This is an optimization exercise on Yosys and OpenROAD, whose aim is small area, a short achievable clock period and few clock cycles per item, not a production implementation. The RTL was checked by simulation tests, not by an equivalence proof against the original design.

==> flow/design.v (excerpt) <==
module Viterbi (clk, reset, in_valid, in_word, in_ready,
                out_valid, out_tag, out_last, error);
    input clk, reset;
    input in_valid;
    input [7:0] in_word;
    output in_ready;
    output reg out_valid;
    output reg [3:0] out_tag;
    output reg out_last;
    output reg error;
reg hv, sv;
reg [7:0] hw, sw;
wire pop;
assign in_ready = ~sv;
wire in_acc = in_valid & ~sv;
always @(posedge clk) begin
    if (!reset) begin
        hv <= 1'b0;
        sv <= 1'b0;
    end else begin
        if (sv) begin
            if (pop) begin hw <= sw; sv <= 1'b0; end
        end else if (hv) begin
            if (pop) begin
                hv <= in_acc;
                if (in_acc) hw <= in_word;
            end else if (in_acc) begin
                sw <= in_word; sv <= 1'b1;
            end
        end else if (in_acc) begin
            hw <= in_word; hv <= 1'b1;
        end
    end
end
reg [4:0] wcnt;                
reg [1:0] live;                
reg [3:0] b0;                  
localparam [3:0] A1 = 4'd5;   
reg [1:0] pos;                 
  ...
For scale: ~4500 cells after synthesis, about 0.043 mm^2 of cells after synthesis.
Settings: LEC_CHECK=0, CAP_MARGIN=20, CORE_MARGIN=2, CORE_UTILIZATION=40, PLACE_DENSITY=0.6, SLEW_MARGIN=20, SYNTH_MEMORY_MAX_BITS=16384; clock period 22.0 ns.
run.sh (not shown) runs the stock make flow with config.mk's settings and CLKGATE_MAP_FILE= SYNTH_SCRIPT=/design/flow/synth_recipe.tcl, a recipe that flattens the netlist after the stock synthesis.
Testbench counts at the start, summed over its fixed seeds: cycles 4,871, words 3,918.
==> next run, changes <==
--- a/flow/design.v
+++ b/flow/design.v
@@ -1611,33 +1611,31 @@
 Transition_rom prom (.j(sel_j), .i(sel_i), .e(sel_e), .pet(sel_pet));
 reg p0_v;
 reg [1:0] p0_op;               
 reg p0_first, p0_kend, p0_wend, p0_k, p0_m;
 reg [43:0] p0_pet;               
 reg [30:0] p0_dval;              
 reg [4:0] p0_n;
 reg [30:0] d0, d1;             
 reg [30:0] acc;                
 reg bj, hbp;                   
 reg fx;                        
-reg [30:0] candr;
-reg fx_m, fx_k, fx_kend, fx_wend;
 wire [30:0] mres_w;
 wire [30:0] cand;
 wire cmp_gt;
 wire wb_v = fx | (p0_v & ~p0_op[1] & p0_first);
-wire [30:0] wb_val = fx ? (cmp_gt ? candr : acc) : cand;
-wire wb_bj = fx ? (cmp_gt ? fx_m : bj) : p0_m;
-wire wb_k = fx ? fx_k : p0_k;
-wire wb_kend = fx ? fx_kend : p0_kend;
-wire wb_wend = fx ? fx_wend : p0_wend;
+wire [30:0] wb_val = fx ? (cmp_gt ? p0_dval : acc) : cand;
+wire wb_bj = fx ? (cmp_gt ? p0_m : bj) : p0_m;
+wire wb_k = p0_k;
+wire wb_kend = p0_kend;
+wire wb_wend = p0_wend;
 wire wb_fwd = wb_v & wb_wend;          
 wire [30:0] d0_f = (wb_fwd & ~wb_k) ? wb_val : d0;
 wire [30:0] d1_f = (wb_fwd & wb_k) ? wb_val : d1;
 reg [1:0] q_cnt;
 reg q_rd, q_wr;
 reg [3:0] em_idx;
 reg [3:0] eb_len [0:1];
 reg eb_err [0:1];
 wire em_busy = (q_cnt != 2'd0);
 wire em_last = em_busy & (em_idx == 4'd0);
 wire p0_mk = p0_v & p0_op[1];
@@ -1675,65 +1673,59 @@
             p0_wend <= ~more;
             p0_k <= sel_k;
             p0_m <= sel_m;
             p0_n <= wcnt;
             if (mode_fin) begin
                 p0_pet <= {13'd0, (live[0] ? d0_f : 31'd0)};
                 p0_dval <= live[1] ? d1_f : 31'd0;
             end else begin
                 p0_pet <= sel_pet;
                 p0_dval <= mode_init ? sel_pet[30:0] : sel_m ? d1_f : d0_f;
             end
-        end
+        end else if (bub)
+            p0_dval <= cand;
         if (popr) begin
             pos <= 2'd0;
             tok_started <= 1'b0;
             if (mode_err | mode_fin) wcnt <= 5'd0;
             else begin
                 wcnt <= wcnt + 5'd1;
                 live <= newlive;
                 b0 <= a0;
             end
         end else if (issue) begin
             pos <= {sel_k, sel_m} + 2'd1;
             tok_started <= 1'b1;
             prev_k <= sel_k;
         end
     end
 end
 wire [30:0] mres;
 Multiply_booth mul (.a_enc(p0_pet), .b(p0_dval), .result(mres));
 assign cand = (p0_op == 2'd0) ? mres : p0_dval;
-wire [30:0] cmp_a = fx ? candr : p0_dval;
+wire [30:0] cmp_a = p0_dval;
 wire [30:0] cmp_b = fx ? acc : p0_pet[30:0];
 assign cmp_gt = cmp_a > cmp_b;
 wire fin1 = cmp_gt;
 wire fin0 = ~cmp_gt & (p0_pet[30:0] != 31'd0);
 reg [3:0] sa0 [0:15];
 reg [15:0] sb0, sb1;
 reg [3:0] eb0 [0:15];
 reg [3:0] eb1 [0:15];
 wire bp0 = wb_k ? hbp : wb_bj;
 wire bp1 = wb_bj;
 wire [15:0] fbits = fin1 ? sb1 : sb0;
 integer u;
 always @(posedge clk) begin
     if (!reset) fx <= 1'b0;
     else fx <= bub;
-    if (bub) begin
-        candr <= cand;
-        fx_m <= p0_m;
-        fx_k <= p0_k;
-        fx_kend <= p0_kend;
-        fx_wend <= p0_wend;
-    end
     if (wb_v) begin
         acc <= wb_val;
         bj <= wb_bj;
         if (wb_kend) begin
             if (wb_k) d1 <= wb_val;
             else begin d0 <= wb_val; hbp <= wb_bj; end
         end
         if (wb_wend) begin
             sa0[0] <= b0;
             for (u = 1; u < 16; u = u + 1) sa0[u] <= sa0[u-1];
             sb0 <= {(bp0 ? sb1[14:0] : sb0[14:0]), 1'b0};
- count of clock-buffer cells in the layout drops by 1
- wire length climbs by 1.0%
- setup slack gets better by 530 ps
- global-route usage climbs by 1.2 points
- final cell count drops by 0.66%
- flip-flop and latch count drops by 35
- utilization drops by 0.23 points
- clock skew drops by 46 ps
- final area drops by 2.3%
Testbench counts after the change, summed over its fixed seeds: cycles 4,871, words 3,918.

[afterwards: timing with drivers on the ports]
No port has a modelled driver above. Below, the same layouts with a new extraction and two added sets of constraints. Step 1, drivers: a clkbuf_16 drives clk and a buf_2 each remaining input, both assumed. Step 2, shift: input delay + t, output delay - t, t = (earliest + latest rising clock arrival at the registers) / 2. This alone moves slack from input paths to output paths. Slacks: ideal ports / drivers / drivers and shift; pairs: ideal ports / drivers.
run	t, ns	setup WS [ns]	worst setup path after step 2	worst register clock-pin slew, ns	worst slew at a driven data input, ns
the first run	0.693	12.718 / 12.718 / 12.718	register to register	0.08 / 0.08	0.05
the second run	0.678	13.245 / 13.245 / 13.245	register to register	0.07 / 0.07	0.05
After both steps setup and hold are still met in every run listed.
